This is an optimization exercise on Yosys and OpenROAD, whose aim is small area and a short achievable clock period, not a production implementation. Function was checked by simulation only, so behaviour that the tests miss may differ from the original. No activity file was given, so power comes from the tool's default toggle rates.

$ cat flow/design.v
module array_top #(parameter ARRAY_SIZE=4, parameter LOG_ARRAY_SIZE=2) (
    input clk,
    input [(ARRAY_SIZE*ARRAY_SIZE*32)-1:0] weights,
    input [(ARRAY_SIZE*8)-1:0] inputs,
    input [3:0] in_width,
    input [3:0] weight_width,
    input s_in,
    input s_weight,
    output reg [(ARRAY_SIZE*(10+LOG_ARRAY_SIZE)*4)-1:0] psum
    );
    localparam COL_WIDTH = 10+LOG_ARRAY_SIZE;
    localparam MW = 94;     
    wire a8 = in_width[3];
    wire a4 = ~in_width[3] & in_width[2];
    wire w8 = weight_width[3];
    wire w4 = ~weight_width[3] & weight_width[2];
    reg [(ARRAY_SIZE*ARRAY_SIZE*32)-1:0] weight_reg;
    reg [ARRAY_SIZE*MW-1:0] mult_reg;
    reg [ARRAY_SIZE*12-1:0] sgn_reg;
    reg [ARRAY_SIZE-1:0] w8_d, w4_d, s_in_d, s_weight_d;
    reg w8_reg, w4_reg, s_in_reg, s_weight_reg;
    wire [ARRAY_SIZE*MW-1:0] mult;
    genvar r, c;
    generate
        for (r = 0; r < ARRAY_SIZE; r = r + 1) begin: prep
            row_prep rp (
                .x(inputs[r*8 +: 8]), .a8(a8), .a4(a4), .s_in(s_in),
                .v0(mult[r*MW +: 33]), .v1(mult[r*MW+33 +: 21]),
                .c2(mult[r*MW+54 +: 20]), .c3(mult[r*MW+74 +: 20])
            );
        end
    endgenerate
    wire [2:0] sgn = {s_weight, s_weight & ~w8, s_weight & ~w8 & ~w4};
    wire [(ARRAY_SIZE*COL_WIDTH*4)-1:0] tsum;    
    systolic_array #(.ARRAY_SIZE(ARRAY_SIZE), .COL_WIDTH(COL_WIDTH)) sa0(
        .clk(clk),
        .weights(weight_reg),
        .mult(mult_reg),
        .sgn(sgn_reg),
        .tsums(tsum)
    );
    wire [(ARRAY_SIZE*COL_WIDTH*4)-1:0] psum_next;
    generate
        for (c = 0; c < ARRAY_SIZE; c = c + 1) begin: cols
            column_fuse #(.COL_WIDTH(COL_WIDTH)) cf (
                .t(~tsum[c*COL_WIDTH*4 +: COL_WIDTH*4]),
                .w8(w8_d[c]),
                .w4(w4_d[c]),
                .s_in(s_in_d[c]),
                .s_weight(s_weight_d[c]),
                .psum(psum_next[c*COL_WIDTH*4 +: COL_WIDTH*4])
            );
        end
    endgenerate
    always @(posedge clk) begin
        weight_reg <= weights;
        mult_reg <= mult;
        sgn_reg <= {sgn_reg[(ARRAY_SIZE-1)*12-1:0],
                    sgn & {3{~a8 & ~a4}}, sgn & {3{~a8 & ~a4}}, sgn & {3{~a8}}, sgn};
        w8_reg <= w8;
        w4_reg <= w4;
        s_in_reg <= s_in;
        s_weight_reg <= s_weight;
        w8_d <= {w8_d[ARRAY_SIZE-2:0], w8_reg};
        w4_d <= {w4_d[ARRAY_SIZE-2:0], w4_reg};
        s_in_d <= {s_in_d[ARRAY_SIZE-2:0], s_in_reg};
        s_weight_d <= {s_weight_d[ARRAY_SIZE-2:0], s_weight_reg};
        psum <= psum_next;
    end
endmodule
module column_fuse #(parameter COL_WIDTH=12) (
    input [(COL_WIDTH*4)-1:0] t,
    input w8,
    input w4,
    input s_in,
    input s_weight,
    output [(COL_WIDTH*4)-1:0] psum
    );
    wire e0 = s_in;
    wire e1 = s_in | (s_weight & ~w8);
    wire e2 = s_in;
    wire e3 = s_in | s_weight;
    wire [COL_WIDTH-1:0] t0 = t[0*COL_WIDTH +: COL_WIDTH];
    wire [COL_WIDTH-1:0] t1 = t[1*COL_WIDTH +: COL_WIDTH];
    wire [COL_WIDTH-1:0] t2 = t[2*COL_WIDTH +: COL_WIDTH];
    wire [COL_WIDTH-1:0] t3 = t[3*COL_WIDTH +: COL_WIDTH];
    wire [15:0] x0 = {{4{e0 & t0[COL_WIDTH-1]}}, t0};
    wire [15:0] x1 = {{4{e1 & t1[COL_WIDTH-1]}}, t1};
    wire [15:0] x2 = {{4{e2 & t2[COL_WIDTH-1]}}, t2};
    wire [15:0] x3 = {{4{e3 & t3[COL_WIDTH-1]}}, t3};
    wire [15:0] l0 = x0 + {x1[13:0], 2'b00};
    wire [15:0] l1 = x2 + {x3[13:0], 2'b00};
    wire [19:0] r  = {{4{l0[15]}}, l0} + {l1, 4'b0000};
    assign psum = w8 ? {{28{r[19]}}, r} :
                  w4 ? {{8{l1[15]}}, l1, {8{l0[15]}}, l0} :
                  t;
endmodule
module systolic_array #(parameter ARRAY_SIZE=4, parameter COL_WIDTH=12)
    (
        input clk,
        input [ARRAY_SIZE*ARRAY_SIZE*32-1:0] weights,
        input [ARRAY_SIZE*94-1:0] mult,      
        input [ARRAY_SIZE*12-1:0] sgn,    
        output [ARRAY_SIZE*COL_WIDTH*4-1:0] tsums
    );
    localparam [COL_WIDTH-1:0] TN_INIT = -1 - 4*1104;
    wire [ARRAY_SIZE*COL_WIDTH*4-1:0] s_fwd [0:ARRAY_SIZE];
    wire [ARRAY_SIZE*8-1:0] c_fwd [0:ARRAY_SIZE];
    assign s_fwd[0] = {(ARRAY_SIZE*4){TN_INIT}};
    assign c_fwd[0] = {(ARRAY_SIZE*8){1'b0}};
    assign tsums = s_fwd[ARRAY_SIZE];
    genvar i, j, g;
    generate
        for (i = 0; i < ARRAY_SIZE; i = i + 1) begin: rows
            wire [11*3-1:0] m1_0, m2_0, m3_0;
            wire [7*3-1:0]  m1_1, m2_1, m3_1;
            wire [4*3-1:0]  m1_2, m2_2, m3_2;
            wire [4*3-1:0]  m1_3, m2_3, m3_3;
            for (g = 0; g < 3; g = g + 1) begin: groups
                sign_lookup #(.W(11)) s0 (.f(mult[i*94 +: 11]), .f3(mult[i*94+11 +: 11]), .fn(mult[i*94+22 +: 11]),
                    .sgn(sgn[i*12+0*3+g]), .m1(m1_0[g*11 +: 11]), .m2(m2_0[g*11 +: 11]), .m3(m3_0[g*11 +: 11]));
                sign_lookup #(.W(7))  s1 (.f(mult[i*94+33 +: 7]), .f3(mult[i*94+40 +: 7]), .fn(mult[i*94+47 +: 7]),
                    .sgn(sgn[i*12+1*3+g]), .m1(m1_1[g*7 +: 7]), .m2(m2_1[g*7 +: 7]), .m3(m3_1[g*7 +: 7]));
                sign_lookup_small s2 (.c(mult[i*94+54 +: 20]),
                    .sgn(sgn[i*12+2*3+g]), .m1(m1_2[g*4 +: 4]), .m2(m2_2[g*4 +: 4]), .m3(m3_2[g*4 +: 4]));
                sign_lookup_small s3 (.c(mult[i*94+74 +: 20]),
                    .sgn(sgn[i*12+3*3+g]), .m1(m1_3[g*4 +: 4]), .m2(m2_3[g*4 +: 4]), .m3(m3_3[g*4 +: 4]));
            end
            wire [11*4-1:0] q1_0 = {m1_0[22 +: 11], m1_0[0 +: 11], m1_0[11 +: 11], m1_0[0 +: 11]};
            wire [11*4-1:0] q2_0 = {m2_0[22 +: 11], m2_0[0 +: 11], m2_0[11 +: 11], m2_0[0 +: 11]};
            wire [11*4-1:0] q3_0 = {m3_0[22 +: 11], m3_0[0 +: 11], m3_0[11 +: 11], m3_0[0 +: 11]};
            wire [7*4-1:0]  q1_1 = {m1_1[14 +: 7], m1_1[0 +: 7], m1_1[7 +: 7], m1_1[0 +: 7]};
            wire [7*4-1:0]  q2_1 = {m2_1[14 +: 7], m2_1[0 +: 7], m2_1[7 +: 7], m2_1[0 +: 7]};
            wire [7*4-1:0]  q3_1 = {m3_1[14 +: 7], m3_1[0 +: 7], m3_1[7 +: 7], m3_1[0 +: 7]};
            wire [4*4-1:0]  q1_2 = {m1_2[8 +: 4], m1_2[0 +: 4], m1_2[4 +: 4], m1_2[0 +: 4]};
            wire [4*4-1:0]  q2_2 = {m2_2[8 +: 4], m2_2[0 +: 4], m2_2[4 +: 4], m2_2[0 +: 4]};
            wire [4*4-1:0]  q3_2 = {m3_2[8 +: 4], m3_2[0 +: 4], m3_2[4 +: 4], m3_2[0 +: 4]};
            wire [4*4-1:0]  q1_3 = {m1_3[8 +: 4], m1_3[0 +: 4], m1_3[4 +: 4], m1_3[0 +: 4]};
            wire [4*4-1:0]  q2_3 = {m2_3[8 +: 4], m2_3[0 +: 4], m2_3[4 +: 4], m2_3[0 +: 4]};
            wire [4*4-1:0]  q3_3 = {m3_3[8 +: 4], m3_3[0 +: 4], m3_3[4 +: 4], m3_3[0 +: 4]};
            for (j = 0; j < ARRAY_SIZE; j = j + 1) begin: columns
                wire [COL_WIDTH*4-1:0] s_out;
                wire [7:0] c_out;
                fusion_unit #(.COL_WIDTH(COL_WIDTH), .LAST(i == ARRAY_SIZE-1)) fu (
                    .weight(weights[(i*ARRAY_SIZE+j)*32 +: 32]),
                    .sn_in(s_fwd[i][j*COL_WIDTH*4 +: COL_WIDTH*4]),
                    .cn_in(c_fwd[i][j*8 +: 8]),
                    .m1_0(q1_0), .m2_0(q2_0), .m3_0(q3_0),
                    .m1_1(q1_1), .m2_1(q2_1), .m3_1(q3_1),
                    .m1_2(q1_2), .m2_2(q2_2), .m3_2(q3_2),
                    .m1_3(q1_3), .m2_3(q2_3), .m3_3(q3_3),
                    .sn_out(s_out),
                    .cn_out(c_out)
                );
                reg [COL_WIDTH*4-1:0] t_reg;
                always @(posedge clk) t_reg <= s_out;
                assign s_fwd[i+1][j*COL_WIDTH*4 +: COL_WIDTH*4] = t_reg;
                if (i < ARRAY_SIZE-1) begin: carries
                    reg [7:0] c_reg;
                    always @(posedge clk) c_reg <= c_out;
                    assign c_fwd[i+1][j*8 +: 8] = c_reg;
                end else begin: no_carries
                    assign c_fwd[i+1][j*8 +: 8] = 8'd0;
                end
            end
        end
    endgenerate
endmodule
module fusion_unit #(parameter COL_WIDTH=12, parameter LAST=0) (
    input [31:0] weight,
    input [COL_WIDTH*4-1:0] sn_in,
    input [7:0] cn_in,
    input [11*4-1:0] m1_0, m2_0, m3_0,
    input [7*4-1:0]  m1_1, m2_1, m3_1,
    input [4*4-1:0]  m1_2, m2_2, m3_2,
    input [4*4-1:0]  m1_3, m2_3, m3_3,
    output [COL_WIDTH*4-1:0] sn_out,
    output [7:0] cn_out
    );
    genvar q;
    generate
        for (q = 0; q < 4; q = q + 1) begin: digits
            if (LAST) begin: last
                fusion_subunit_last #(.COL_WIDTH(COL_WIDTH)) fs (
                    .d0(weight[0*8 + 2*q +: 2]),
                    .d1(weight[1*8 + 2*q +: 2]),
                    .d2(weight[2*8 + 2*q +: 2]),
                    .d3(weight[3*8 + 2*q +: 2]),
                    .m1_0(m1_0[q*11 +: 11]), .m2_0(m2_0[q*11 +: 11]), .m3_0(m3_0[q*11 +: 11]),
                    .m1_1(m1_1[q*7 +: 7]),   .m2_1(m2_1[q*7 +: 7]),   .m3_1(m3_1[q*7 +: 7]),
                    .m1_2(m1_2[q*4 +: 4]),   .m2_2(m2_2[q*4 +: 4]),   .m3_2(m3_2[q*4 +: 4]),
                    .m1_3(m1_3[q*4 +: 4]),   .m2_3(m2_3[q*4 +: 4]),   .m3_3(m3_3[q*4 +: 4]),
                    .sn_in(sn_in[q*COL_WIDTH +: COL_WIDTH]),
                    .cn_in(cn_in[q*2 +: 2]),
                    .sn_out(sn_out[q*COL_WIDTH +: COL_WIDTH])
                );
                assign cn_out[q*2 +: 2] = 2'b00;
            end else begin: mid
                fusion_subunit #(.COL_WIDTH(COL_WIDTH)) fs (
                    .d0(weight[0*8 + 2*q +: 2]),
                    .d1(weight[1*8 + 2*q +: 2]),
                    .d2(weight[2*8 + 2*q +: 2]),
                    .d3(weight[3*8 + 2*q +: 2]),
                    .m1_0(m1_0[q*11 +: 11]), .m2_0(m2_0[q*11 +: 11]), .m3_0(m3_0[q*11 +: 11]),
                    .m1_1(m1_1[q*7 +: 7]),   .m2_1(m2_1[q*7 +: 7]),   .m3_1(m3_1[q*7 +: 7]),
                    .m1_2(m1_2[q*4 +: 4]),   .m2_2(m2_2[q*4 +: 4]),   .m3_2(m3_2[q*4 +: 4]),
                    .m1_3(m1_3[q*4 +: 4]),   .m2_3(m2_3[q*4 +: 4]),   .m3_3(m3_3[q*4 +: 4]),
                    .sn_in(sn_in[q*COL_WIDTH +: COL_WIDTH]),
                    .cn_in(cn_in[q*2 +: 2]),
                    .sn_out(sn_out[q*COL_WIDTH +: COL_WIDTH]),
                    .cn_out(cn_out[q*2 +: 2])
                );
            end
        end
    endgenerate
endmodule
module fusion_subunit #(parameter COL_WIDTH=12) (
    input [1:0] d0, d1, d2, d3,
    input [10:0] m1_0, m2_0, m3_0,
    input [6:0]  m1_1, m2_1, m3_1,
    input [3:0]  m1_2, m2_2, m3_2,
    input [3:0]  m1_3, m2_3, m3_3,
    input [COL_WIDTH-1:0] sn_in,
    input [1:0] cn_in,
    output [COL_WIDTH-1:0] sn_out,
    output [1:0] cn_out
    );
    wire [10:0] pn0;
    wire [6:0]  pn1;
    wire [3:0]  pn2, pn3;
    bitbrick #(.W(11), .ZERO(11'd1024)) bb0 (.d(d0), .m1(m1_0), .m2(m2_0), .m3(m3_0), .pn(pn0));
    bitbrick #(.W(7), .ZERO(7'd64))  bb1 (.d(d1), .m1(m1_1), .m2(m2_1), .m3(m3_1), .pn(pn1));
    bitbrick #(.W(4), .ZERO(4'd6))   bb2 (.d(d2), .m1(m1_2), .m2(m2_2), .m3(m3_2), .pn(pn2));
    bitbrick #(.W(4), .ZERO(4'd6))   bb3 (.d(d3), .m1(m1_3), .m2(m2_3), .m3(m3_3), .pn(pn3));
    wire n1, n2;
    assign n1 = sn_in[0] ^ pn0[0] ^ pn1[0];
    assign n2 = (sn_in[0] & pn0[0]) | (sn_in[0] & pn1[0]) | (pn0[0] & pn1[0]);
    wire n3, n4;
    assign n3 = sn_in[1] ^ pn0[1] ^ pn1[1];
    assign n4 = (sn_in[1] & pn0[1]) | (sn_in[1] & pn1[1]) | (pn0[1] & pn1[1]);
    wire n5, n6;
    assign n5 = sn_in[2] ^ pn0[2] ^ pn1[2];
    assign n6 = (sn_in[2] & pn0[2]) | (sn_in[2] & pn1[2]) | (pn0[2] & pn1[2]);
    wire n7, n8;
    assign n7 = sn_in[3] ^ pn0[3] ^ pn1[3];
    assign n8 = (sn_in[3] & pn0[3]) | (sn_in[3] & pn1[3]) | (pn0[3] & pn1[3]);
    wire n9, n10;
    assign n9 = sn_in[4] ^ cn_in[0] ^ pn0[4];
    assign n10 = (sn_in[4] & cn_in[0]) | (sn_in[4] & pn0[4]) | (cn_in[0] & pn0[4]);
    wire n11, n12;
    assign n11 = pn2[1] ^ pn3[1] ^ n2;
    assign n12 = (pn2[1] & pn3[1]) | (pn2[1] & n2) | (pn3[1] & n2);
    wire n13, n14;
    assign n13 = pn2[2] ^ pn3[2] ^ n4;
    assign n14 = (pn2[2] & pn3[2]) | (pn2[2] & n4) | (pn3[2] & n4);
    wire n15, n16;
    assign n15 = pn2[3] ^ pn3[3] ^ n6;
    assign n16 = (pn2[3] & pn3[3]) | (pn2[3] & n6) | (pn3[3] & n6);
    wire n17, n18;
    assign n17 = pn1[4] ^ n8 ^ n9;
    assign n18 = (pn1[4] & n8) | (pn1[4] & n9) | (n8 & n9);
    wire n19, n20;
    assign n19 = sn_in[5] ^ pn0[5] ^ pn1[5];
    assign n20 = (sn_in[5] & pn0[5]) | (sn_in[5] & pn1[5]) | (pn0[5] & pn1[5]);
    wire n21, n22;
    assign n21 = sn_in[6] ^ pn0[6] ^ pn1[6];
    assign n22 = (sn_in[6] & pn0[6]) | (sn_in[6] & pn1[6]) | (pn0[6] & pn1[6]);
    wire n23, n24;
    assign n23 = n5 ^ n12 ^ n13;
    assign n24 = (n5 & n12) | (n5 & n13) | (n12 & n13);
    wire n25, n26;
    assign n25 = n7 ^ n14 ^ n15;
    assign n26 = (n7 & n14) | (n7 & n15) | (n14 & n15);
    wire n27, n28;
    assign n27 = n10 ^ n19 ^ n18;
    assign n28 = (n10 & n19) | (n10 & n18) | (n19 & n18);
    wire n29, n30;
    assign n29 = n20 ^ n21;
    assign n30 = n20 & n21;
    wire n31, n32;
    assign n31 = sn_in[7] ^ pn0[7] ^ n22;
    assign n32 = (sn_in[7] & pn0[7]) | (sn_in[7] & n22) | (pn0[7] & n22);
    wire n33, n34;
    assign n33 = sn_in[8] ^ cn_in[1] ^ pn0[8];
    assign n34 = (sn_in[8] & cn_in[1]) | (sn_in[8] & pn0[8]) | (cn_in[1] & pn0[8]);
    wire n35, n36;
    assign n35 = sn_in[9] ^ pn0[9];
    assign n36 = sn_in[9] & pn0[9];
    wire n37, n38;
    assign n37 = sn_in[10] ^ pn0[10];
    assign n38 = sn_in[10] & pn0[10];
    wire cy1;
    assign sn_out[0] = pn2[0] ^ pn3[0] ^ n1;
    assign cy1 = (pn2[0] & pn3[0]) | (pn2[0] & n1) | (pn3[0] & n1);
    wire cy2;
    assign sn_out[1] = n3 ^ n11 ^ cy1;
    assign cy2 = (n3 & n11) | (n3 & cy1) | (n11 & cy1);
    wire cy3;
    assign sn_out[2] = n23 ^ cy2;
    assign cy3 = n23 & cy2;
    assign sn_out[3] = n24 ^ n25 ^ cy3;
    assign cn_out[0] = (n24 & n25) | (n24 & cy3) | (n25 & cy3);
    wire cy5;
    assign sn_out[4] = n26 ^ n16 ^ n17;
    assign cy5 = (n26 & n16) | (n26 & n17) | (n16 & n17);
    wire cy6;
    assign sn_out[5] = n27 ^ cy5;
    assign cy6 = n27 & cy5;
    wire cy7;
    assign sn_out[6] = n28 ^ n29 ^ cy6;
    assign cy7 = (n28 & n29) | (n28 & cy6) | (n29 & cy6);
    assign sn_out[7] = n30 ^ n31 ^ cy7;
    assign cn_out[1] = (n30 & n31) | (n30 & cy7) | (n31 & cy7);
    wire cy9;
    assign sn_out[8] = n32 ^ n33;
    assign cy9 = n32 & n33;
    wire cy10;
    assign sn_out[9] = n34 ^ n35 ^ cy9;
    assign cy10 = (n34 & n35) | (n34 & cy9) | (n35 & cy9);
    wire cy11;
    assign sn_out[10] = n36 ^ n37 ^ cy10;
    assign cy11 = (n36 & n37) | (n36 & cy10) | (n37 & cy10);
    assign sn_out[11] = n38 ^ sn_in[11] ^ cy11;
endmodule
module fusion_subunit_last #(parameter COL_WIDTH=12) (
    input [1:0] d0, d1, d2, d3,
    input [10:0] m1_0, m2_0, m3_0,
    input [6:0]  m1_1, m2_1, m3_1,
    input [3:0]  m1_2, m2_2, m3_2,
    input [3:0]  m1_3, m2_3, m3_3,
    input [COL_WIDTH-1:0] sn_in,
    input [1:0] cn_in,
    output [COL_WIDTH-1:0] sn_out
    );
    wire [10:0] pn0;
    wire [6:0]  pn1;
    wire [3:0]  pn2, pn3;
    bitbrick #(.W(11), .ZERO(11'd1024)) bb0 (.d(d0), .m1(m1_0), .m2(m2_0), .m3(m3_0), .pn(pn0));
    bitbrick #(.W(7), .ZERO(7'd64))  bb1 (.d(d1), .m1(m1_1), .m2(m2_1), .m3(m3_1), .pn(pn1));
    bitbrick #(.W(4), .ZERO(4'd6))   bb2 (.d(d2), .m1(m1_2), .m2(m2_2), .m3(m3_2), .pn(pn2));
    bitbrick #(.W(4), .ZERO(4'd6))   bb3 (.d(d3), .m1(m1_3), .m2(m2_3), .m3(m3_3), .pn(pn3));
    wire n1, n2;
    assign n1 = sn_in[0] ^ pn0[0] ^ pn1[0];
    assign n2 = (sn_in[0] & pn0[0]) | (sn_in[0] & pn1[0]) | (pn0[0] & pn1[0]);
    wire n3, n4;
    assign n3 = sn_in[1] ^ pn0[1] ^ pn1[1];
    assign n4 = (sn_in[1] & pn0[1]) | (sn_in[1] & pn1[1]) | (pn0[1] & pn1[1]);
    wire n5, n6;
    assign n5 = sn_in[2] ^ pn0[2] ^ pn1[2];
    assign n6 = (sn_in[2] & pn0[2]) | (sn_in[2] & pn1[2]) | (pn0[2] & pn1[2]);
    wire n7, n8;
    assign n7 = sn_in[3] ^ pn0[3] ^ pn1[3];
    assign n8 = (sn_in[3] & pn0[3]) | (sn_in[3] & pn1[3]) | (pn0[3] & pn1[3]);
    wire n9, n10;
    assign n9 = sn_in[4] ^ cn_in[0] ^ pn0[4];
    assign n10 = (sn_in[4] & cn_in[0]) | (sn_in[4] & pn0[4]) | (cn_in[0] & pn0[4]);
    wire n11, n12;
    assign n11 = pn2[1] ^ pn3[1] ^ n2;
    assign n12 = (pn2[1] & pn3[1]) | (pn2[1] & n2) | (pn3[1] & n2);
    wire n13, n14;
    assign n13 = pn2[2] ^ pn3[2] ^ n4;
    assign n14 = (pn2[2] & pn3[2]) | (pn2[2] & n4) | (pn3[2] & n4);
    wire n15, n16;
    assign n15 = pn2[3] ^ pn3[3] ^ n6;
    assign n16 = (pn2[3] & pn3[3]) | (pn2[3] & n6) | (pn3[3] & n6);
    wire n17, n18;
    assign n17 = pn1[4] ^ n8 ^ n9;
    assign n18 = (pn1[4] & n8) | (pn1[4] & n9) | (n8 & n9);
    wire n19, n20;
    assign n19 = sn_in[5] ^ pn0[5] ^ pn1[5];
    assign n20 = (sn_in[5] & pn0[5]) | (sn_in[5] & pn1[5]) | (pn0[5] & pn1[5]);
    wire n21, n22;
    assign n21 = sn_in[6] ^ pn0[6] ^ pn1[6];
    assign n22 = (sn_in[6] & pn0[6]) | (sn_in[6] & pn1[6]) | (pn0[6] & pn1[6]);
    wire n23, n24;
    assign n23 = pn2[0] ^ pn3[0] ^ n1;
    assign n24 = (pn2[0] & pn3[0]) | (pn2[0] & n1) | (pn3[0] & n1);
    wire n25, n26;
    assign n25 = n3 ^ n11;
    assign n26 = n3 & n11;
    wire n27, n28;
    assign n27 = n5 ^ n12 ^ n13;
    assign n28 = (n5 & n12) | (n5 & n13) | (n12 & n13);
    wire n29, n30;
    assign n29 = n7 ^ n14 ^ n15;
    assign n30 = (n7 & n14) | (n7 & n15) | (n14 & n15);
    wire n31, n32;
    assign n31 = n16 ^ n17;
    assign n32 = n16 & n17;
    wire n33, n34;
    assign n33 = n10 ^ n19 ^ n18;
    assign n34 = (n10 & n19) | (n10 & n18) | (n19 & n18);
    wire n35, n36;
    assign n35 = n20 ^ n21;
    assign n36 = n20 & n21;
    wire n37, n38;
    assign n37 = sn_in[7] ^ pn0[7] ^ n22;
    assign n38 = (sn_in[7] & pn0[7]) | (sn_in[7] & n22) | (pn0[7] & n22);
    wire n39, n40;
    assign n39 = sn_in[8] ^ cn_in[1] ^ pn0[8];
    assign n40 = (sn_in[8] & cn_in[1]) | (sn_in[8] & pn0[8]) | (cn_in[1] & pn0[8]);
    wire n41, n42;
    assign n41 = sn_in[9] ^ pn0[9];
    assign n42 = sn_in[9] & pn0[9];
    wire n43, n44;
    assign n43 = sn_in[10] ^ pn0[10];
    assign n44 = sn_in[10] & pn0[10];
    wire [11:0] ra = {n44, n42, n40, n38, n36, n34, n32, n30, n28, n26, n24, n23};
    wire [11:0] rb = {sn_in[11], n43, n41, n39, n37, n35, n33, n31, n29, n27, n25, 1'b0};
    assign sn_out = ra + rb;
endmodule
module bitbrick #(parameter W=11, parameter [W-1:0] ZERO={1'b1, {(W-1){1'b0}}}) (
    input [1:0] d,
    input [W-1:0] m1,
    input [W-1:0] m2,
    input [W-1:0] m3,
    output [W-1:0] pn
    );
    wire s0 = ~d[1] & ~d[0];
    wire s1 = ~d[1] & d[0];
    wire s2 = d[1] & ~d[0];
    wire s3 = d[1] & d[0];
    assign pn = ~(({W{s1}} & m1) | ({W{s2}} & m2) | ({W{s3}} & m3) | ({W{s0}} & ZERO));
endmodule
module row_prep (
    input [7:0] x,
    input a8,
    input a4,
    input s_in,
    output [32:0] v0,     
    output [20:0] v1,     
    output [19:0] c2,     
    output [19:0] c3      
    );
    wire a2 = ~a8 & ~a4;
    wire [10:0] x8  = {{3{s_in & x[7]}}, x};
    wire [10:0] x4l = {{7{s_in & x[3]}}, x[3:0]};
    wire [10:0] x2a = {{9{s_in & x[1]}}, x[1:0]};
    wire [6:0]  x4h = {{3{s_in & x[7]}}, x[7:4]};
    wire [6:0]  x2b = {{5{s_in & x[3]}}, x[3:2]};
    wire [10:0] t8  = x8 + {x8[9:0], 1'b0};
    wire [10:0] t4l = x4l + {x4l[9:0], 1'b0};
    wire [10:0] t2a = x2a + {x2a[9:0], 1'b0};
    wire [6:0]  t4h = x4h + {x4h[5:0], 1'b0};
    wire [6:0]  t2b = x2b + {x2b[5:0], 1'b0};
    wire [10:0] n8  = -x8;
    wire [10:0] n4l = -x4l;
    wire [10:0] n2a = -x2a;
    wire [6:0]  n4h = -x4h;
    wire [6:0]  n2b = -x2b;
    assign v0 = {({11{a8}} & n8) | ({11{a4}} & n4l) | ({11{a2}} & n2a),
                 ({11{a8}} & t8) | ({11{a4}} & t4l) | ({11{a2}} & t2a),
                 ({11{a8}} & x8) | ({11{a4}} & x4l) | ({11{a2}} & x2a)};
    assign v1 = {({7{a4}} & n4h) | ({7{a2}} & n2b),
                 ({7{a4}} & t4h) | ({7{a2}} & t2b),
                 ({7{a4}} & x4h) | ({7{a2}} & x2b)};
    small_codes sc2 (.f(x[5:4]), .s(s_in), .en(a2), .c(c2));
    small_codes sc3 (.f(x[7:6]), .s(s_in), .en(a2), .c(c3));
endmodule
module small_codes (
    input [1:0] f,
    input s,
    input en,
    output [19:0] c
    );
    wire signed [4:0] v = {{3{s & f[1]}}, f};
    wire [4:0] k1 = v + 5'd6;
    wire [4:0] k2 = (v <<< 1) + 5'd6;
    wire [4:0] k2n = 5'd6 - (v <<< 1);
    wire [4:0] k3 = v + (v <<< 1) + 5'd6;
    wire [4:0] k3n = 5'd6 - v;
    assign c = en ? {k3n[3:0], k3[3:0], k2n[3:0], k2[3:0], k1[3:0]} : {5{4'd6}};
endmodule
module sign_lookup #(parameter W=11) (
    input [W-1:0] f,
    input [W-1:0] f3,
    input [W-1:0] fn,
    input sgn,
    output [W-1:0] m1,
    output [W-1:0] m2,
    output [W-1:0] m3
    );
    localparam [W-1:0] TOP = {1'b1, {(W-1){1'b0}}};
    assign m1 = f ^ TOP;
    assign m2 = (sgn ? {fn[W-2:0], 1'b0} : {f[W-2:0], 1'b0}) ^ TOP;
    assign m3 = (sgn ? fn : f3) ^ TOP;
endmodule
module sign_lookup_small (
    input [19:0] c,
    input sgn,
    output [3:0] m1,
    output [3:0] m2,
    output [3:0] m3
    );
    assign m1 = c[3:0];
    assign m2 = sgn ? c[11:8] : c[7:4];
    assign m3 = sgn ? c[19:16] : c[15:12];
endmodule
$ cat flow/flow/run.sh
#!/bin/bash
# The standard layout (standard.sh) with these changes:
#  - after the standard synthesis, fa_polarity.py chooses for each full adder
#    whether it works on complemented signals, removing inverters between
#    full adders (full adders are self-dual; flip-flops are untouched);
#  - after placement, the port buffers that buffer_ports made (delay cells on
#    this platform) become plain buffers.
# Each tool's output goes to a log of its own in this folder.
set -euo pipefail
KNOBS="SETUP_SLACK_MARGIN=10.0 MATCH_CELL_FOOTPRINT=0"
RES=$PWD/orfs/results/sky130hd/array_top/base
bash standard.sh $KNOBS $RES/1_2_yosys.v > log_0_synth.log 2>&1
python3 flow/fa_polarity.py $RES/1_2_yosys.v > log_1_fa_polarity.log 2>&1
bash standard.sh $KNOBS synth floorplan place > log_1_place.log 2>&1
RES=orfs/results/sky130hd/array_top/base \
LIB=$FLOW_HOME/platforms/sky130hd/lib/sky130_fd_sc_hd__tt_025C_1v80.lib \
  openroad -no_init -exit flow/port_buffers.tcl > log_2_port_buffers.log 2>&1
bash standard.sh $KNOBS finish > log_3_finish.log 2>&1
$ cat flow/flow/fa_polarity.py
#!/usr/bin/env python3
"""Full adders are self-dual: complementing all three inputs complements both
outputs.  Synthesis leaves many inverters between full adders; this pass picks,
for each full adder, whether it works on complemented signals so that fewer
inverters are needed, then rewires the netlist (flip-flops untouched).
usage: fa_polarity.py netlist.v   (rewrites the file in place)"""
import re, sys, random
from collections import defaultdict

path = sys.argv[1]
text = open(path).read()
cell_re = re.compile(r'^  (sky130_fd_sc_hd__\w+) (\S+(?: )?) \((.*?)\n  \);\n', re.S | re.M)
pin_re = re.compile(r'\.(\w+)\(([^()]*)\)')
OUTP = ('X', 'Y', 'Q', 'Q_N', 'SUM', 'COUT')

cells = []          # [typ, name, [(pin, net)], span]
for m in cell_re.finditer(text):
    pins = [(p, n) for p, n in pin_re.findall(m.group(3))]
    cells.append([m.group(1)[17:], m.group(2), pins, m.span()])

key = lambda n: n.strip()
drv = {}
for i, (t, nm, pins, sp) in enumerate(cells):
    for p, n in pins:
        if p in OUTP:
            drv[key(n)] = (i, p)
isinv = lambda t: t.startswith('inv_') or t.startswith('clkinv_')
isfa = lambda t: t.startswith('fa_')

# ports: nets we must not leave undriven
ports = set()
for m in re.finditer(r'^\s*(?:input|output)\s+(?:\[[^\]]*\]\s*)?(\S+);', text, re.M):
    ports.add(m.group(1))
portbase = lambda n: key(n).lstrip('\\').split('[')[0]

def root(n):
    n = key(n); par = 0
    for _ in range(16):
        d = drv.get(n)
        if d is None or not isinv(cells[d[0]][0]):
            break
        n = key(dict(cells[d[0]][2])['A']); par ^= 1
    return n, par

cons = defaultdict(list)        # root -> [(cell index, pin index, parity)]
chain_nets = defaultdict(set)   # root -> nets of its inverter chains
for i, (t, nm, pins, sp) in enumerate(cells):
    for j, (p, n) in enumerate(pins):
        if p in OUTP:
            continue
        r, par = root(n)
        if isinv(t):
            continue
        cons[r].append((i, j, par))
        # collect chain nets
        nn = key(n)
        while nn != r:
            chain_nets[r].add(nn)
            nn = key(dict(cells[drv[nn][0]][2])['A'])

def fa_related(r):
    d = drv.get(r)
    if d is not None and isfa(cells[d[0]][0]):
        return True
    return any(isfa(cells[i][0]) for i, j, par in cons[r])

# an inverter chain net that is also a port, or an inverter whose output is
# used by nothing but we cannot see (ports), keeps its root out of the pass
bad = set()
for r, nets in chain_nets.items():
    if any(portbase(n) in ports for n in nets):
        bad.add(r)
roots = [r for r in cons if fa_related(r) and r not in bad]
rootset = set(roots)

x = defaultdict(int)            # flip per full adder (cell index)
fas = sorted({i for r in roots for i, j, par in cons[r] if isfa(cells[i][0])} |
             {drv[r][0] for r in roots if r in drv and isfa(cells[drv[r][0]][0])})

def rootflip(r):
    d = drv.get(r)
    return x[d[0]] if (d is not None and isfa(cells[d[0]][0])) else 0

def need(r):
    fr = rootflip(r)
    for i, j, par in cons[r]:
        if par ^ (x[i] if isfa(cells[i][0]) else 0) ^ fr:
            return 1
    return 0

touch = defaultdict(set)
for r in roots:
    d = drv.get(r)
    if d is not None and isfa(cells[d[0]][0]):
        touch[d[0]].add(r)
    for i, j, par in cons[r]:
        if isfa(cells[i][0]):
            touch[i].add(r)
# a full adder must have all its inputs and outputs on handled roots
fas = [f for f in fas if all(key(n) in rootset or root(n)[0] in rootset
                             for p, n in cells[f][2])]
random.seed(1)
before = sum(need(r) for r in roots)
for it in range(8):
    random.shuffle(fas)
    changed = 0
    for f in fas:
        b = sum(need(r) for r in touch[f]); x[f] ^= 1
        a = sum(need(r) for r in touch[f])
        if a < b:
            changed += 1
        else:
            x[f] ^= 1
    if not changed:
        break
after = sum(need(r) for r in roots)

# rebuild
removed = set()
for r in roots:
    for n in chain_nets[r]:
        removed.add(drv[n][0])
newpins = {}                     # (cell, pin index) -> net text
added = []
nid = 0
for r in roots:
    fr = rootflip(r)
    invnet = None
    for i, j, par in cons[r]:
        want = par ^ (x[i] if isfa(cells[i][0]) else 0) ^ fr
        if want:
            if invnet is None:
                nid += 1
                invnet = f"fa_pol_n{nid}"
                added.append((f"fa_pol_i{nid}", r, invnet))
            newpins[(i, j)] = invnet
        else:
            newpins[(i, j)] = r + (' ' if r.startswith('\\') else '')

out = []; pos = 0
for i, (t, nm, pins, sp) in enumerate(cells):
    out.append(text[pos:sp[0]]); pos = sp[1]
    if i in removed:
        continue
    body = ",\n".join(f"    .{p}({newpins.get((i, j), n)})" for j, (p, n) in enumerate(pins))
    out.append(f"  sky130_fd_sc_hd__{t} {nm} (\n{body}\n  );\n")
rest = text[pos:]
ins = "".join(f"  wire {n};\n" for a, r, n in added)
ins += "".join(f"  sky130_fd_sc_hd__inv_1 {a} (\n    .A({r}{' ' if r.startswith(chr(92)) else ''}),\n    .Y({n})\n  );\n" for a, r, n in added)
k = rest.rfind("endmodule")
rest = rest[:k] + ins + rest[k:]
out.append(rest)
open(path, 'w').write("".join(out))
print(f"fa_polarity: {len(roots)} signals, {len(fas)} full adders ({sum(x[f] for f in fas)} flipped), "
      f"inverters {len(removed)} -> {len(added)} (estimate {before} -> {after})")
$ cat flow/flow/port_buffers.tcl
# Swap the port buffers of the placed design (delay cells on this platform)
# for plain buffers: buf_1 where the port only feeds one flip-flop's D pin,
# else buf_4; then legalize.
read_db $::env(RES)/3_place.odb
read_liberty $::env(LIB)
set n 0
foreach inst [[ord::get_db_block] getInsts] {
  set name [$inst getName]
  if {![regexp {^(input|output)[0-9]+$} $name]} continue
  set cell sky130_fd_sc_hd__buf_4
  if {[string match input* $name]} {
    set out [$inst findITerm X]
    set loads {}
    foreach it [[$out getNet] getITerms] {
      if {[$it isInputSignal]} { lappend loads $it }
    }
    if {[llength $loads] == 1} {
      set l [lindex $loads 0]
      if {[$l getMTerm] ne "" && [[$l getMTerm] getName] eq "D"} {
        set cell sky130_fd_sc_hd__buf_1
      }
    }
  }
  if {[[$inst getMaster] getName] ne $cell} {
    replace_cell $name $cell
    incr n
  }
}
puts "port buffers replaced: $n"
detailed_placement
check_placement -verbose
write_db $::env(RES)/3_place.odb
$ cat flow/standard.sh
#!/bin/bash
# synth_recipe.tcl (not shown) runs the flow's synth.tcl, then flattens the netlist and writes it again
# the make line also repeats each setting of config.mk as NAME=value (left out here)
make -C /OpenROAD-flow-scripts/flow DESIGN_CONFIG=/design/flow/config.mk WORK_HOME=/design/flow/orfs CLKGATE_MAP_FILE= SYNTH_SCRIPT=/design/flow/synth_recipe.tcl "${@:-finish}"
$ cat flow/config.mk
export PLATFORM = sky130hd
export DESIGN_NAME = array_top
export DESIGN_NICKNAME = array_top
export VERILOG_FILES = /design/flow/design.v
export SDC_FILE = /design/flow/constraint.sdc
export NUM_CORES = 8
export LEC_CHECK = 0
export ABC_AREA = 1
export CAP_MARGIN = 0
export CORE_MARGIN = 2
export CORE_UTILIZATION = 50
export CTS_CLUSTER_DIAMETER = 100
export CTS_CLUSTER_SIZE = 25
export SETUP_SLACK_MARGIN = 0.2
export SLEW_MARGIN = 0
$ cat flow/constraint.sdc
create_clock -name core_clock -period 14.0 [get_ports {clk}]
set_input_delay 2.8000 -clock core_clock [delete_from_list [all_inputs] [get_ports {clk}]]
set_output_delay 2.8000 -clock core_clock [all_outputs]
set_load 0.01 [all_outputs]
==> run notes <==
## path summary, 6_finish.rpt
| path | endpoint | depth (start not counted) | startpoint |
|---|---|---|---|
| min reg2reg | w8_d[0] | 0 | w8_reg |
| min | w8_d[0] | 0 | w8_reg |
| max reg2reg | sa0.rows[3].columns[0].t_reg[11] | 17 | mult_reg[297] |
| max | sa0.rows[3].columns[0].t_reg[11] | 17 | mult_reg[297] |
## routing by layer
metal | track usage, % | up-vias
li1 | - | 51500
met1 | 50.4 | 53500
met2 | 63.3 | 6450
met3 | 5.33 | 1645
met4 | 31.1 | 20
met5 | 0 | -
## critical path: stages (launching register included)
cell,delay (ns)
dfxtp_2,0.35
clkinvlp_4,0.24
o21ai_4,0.33
buf_6,0.17
nand2_2,0.04
o211ai_1,0.11
fa_1,0.54
fa_2,0.61
inv_2,0.05
ha_4,0.22
ha_4,0.30
buf_12,0.11
a31oi_4,0.10
o31ai_4,0.33
a21oi_1,0.11
nor2_1,0.12
nor2_1,0.06
xor2_1,0.28
## through the flow
stage	setup slack [ns]	cell area, µm²
after floorplan	9.86	127000
after global placement	8.53	139000
after detailed placement	8.52	139000
after CTS	9.80	142000
after global routing	9.74	147000
final	9.78	147000
## layout make-up
type / instances / area, µm² / share of cell area [%]
clock inverters: 48 / 677 / 0.460
diodes: 115 / 288 / 0.196
multi-input cells: 10200 / 82500 / 56.1
repair inverters: 1 / 5.00 / 0.00340
well taps: 3348 / 4190 / 2.85
inverters: 2694 / 10300 / 7.00
flip-flops and latches: 1875 / 38000 / 25.8
clock buffers: 109 / 2630 / 1.79
repair buffers: 1189 / 8460 / 5.75
## where the power goes
group,internal (µW),switching [µW]
combinational,12300,19800
clock,1450,2040
sequential,7580,1530
## what timing repair did
item / CTS / global route
gates cloned: 2 / 11
pin swaps: 53 / 219
hold buffers: 0 / 0
endpoints found under the setup margin: 751 / 520
buffers inserted: 106 / 166
gates resized for setup: 944 / 771
==> flow_summary.ini <==
[routing]
met2_length_um = 239000
detailroute.wirelength.met3_um = 43100
vias = 113000
drt-initial-drc-count = 13200
via_per_inst = 5.76
top_signal_layer_used = met5
drt_wl_total_um = 537000
postRouteAntennaNets = 0
post_drt_wl_per_cell_um = 27.4
wl_met1_um = 205000
drt_first_pass_iters = 7
drc_errors = 0

[grt]
vias_in_the_first_global_route = 106000
global_route.overflow_total = 0
global_route_wire_length_before_repair_um = 742000
pin_count_of_the_biggest_net_entering_global_routing = 59
grt_usage_pct = 40.3
grt_antenna_before_repair = 71

[layout]
layout_commonest_cell = nand2_1
utilization_pct = 58.5
layout-drive-gt1-share_pct = 12.2
net_count_reported_at_finish = 18800
nFillCells = 23000
mostFrequentLayoutCells = nand2_1, inv_1, dfxtp_1, fa_1, nor2_1
largest_reg_flops = 768
instances_no_fill = 19600
area_delta_synth_final_pct = 16.3

[synthesis]
synth_warnings = 2
mappedNetlistArea_um2 = 126000
synth_cells = 15100
postSynthAreaPerCell_um2 = 8.37
synthesis.nets = 17800

[placed_design]
detailedPlacementHpwl_um = 448000
port_buffers = 742
place_congestion = 1.04
dp_cells = 19100

[clock_network]
worstSkewPairLatency_ns = 0.83
cts_root_buffer = clkbuf_16
path_clk_slew_ns = 0.10
cts_buffer_depth = 3
tritoncts_clock_tree = yes
htree_num_levels = 3
clock_sink_count = 1875
cts_buffers = 102

[sta]
final_period_minus_worst_setup_slack_ns = 4.22
post-route-period-util_pct = 30.1
transition_at_the_pin_with_the_smallest_max_transition_slack_ns = 1.26
unrepaired_setup_endpoints_after_global_routing = yes
max_freq_mhz = 237
fin_skew_ns = 0.0368
relSlewSlack_pct = 15.9
fin_tns_setup_ns = 0
report.final.hold_viol_count = 0
hold_slack_ns = 0.339
final-max-slew-violation-count = 0
timing.final.setup_violations = 0

[setup_path]
startpoint_type = flip-flop
critical_path.endpoint_type = flip-flop
r2r_slack_ns = 9.78
crit_type = flip-flop to flip-flop
arrival_ns = 4.93
timing.critical_path.fanout_max = 5
worst-endpoint-required_ns = 14.71

[pwr]
power.static_leakage_uw = 0.0659
power_per_cell_area_nw_per_um2 = 304
max_rail_drop_vdd_v = 0.000509
p_total_uw = 44700

[floorplan]
core_area_um2 = 251000
floorplan.initialDensity_pct = 50.3
die_width_um = 507
ioPinCount = 747
std_cell_rows = 184
floorplan.die_area_um2 = 257000
die_height_um = 507

[status]
result_of_the_run = no timing/DRC/antenna violations

[run]
maxCapViolCount = 0

[hold_path]
hp-class = flip-flop to flip-flop

[separate check: timing with driven ports]
The flow's constraints put no driver on any port. The routed layout listed below was extracted and timed again, unchanged, in two steps. Step 1: set_driving_cell puts a clkbuf_16 on clk and a buf_2 on each other input, an assumption about the parent block. Step 2 also shifts input and output timing later by t, the mid clock arrival at the registers, as if the neighbouring blocks saw the same clock. Three values: ideal ports, drivers, drivers and shift; two values: the first two.
t (ns): 0.925
setup WS [ns]: 9.784 / 9.784 / 9.233
worst register clock-pin slew, ns: 0.11 / 0.11
After both steps setup and hold are still met in this run. The setup slack of this run moves by 0.000 ns with the drivers and by -0.551 ns with both steps.
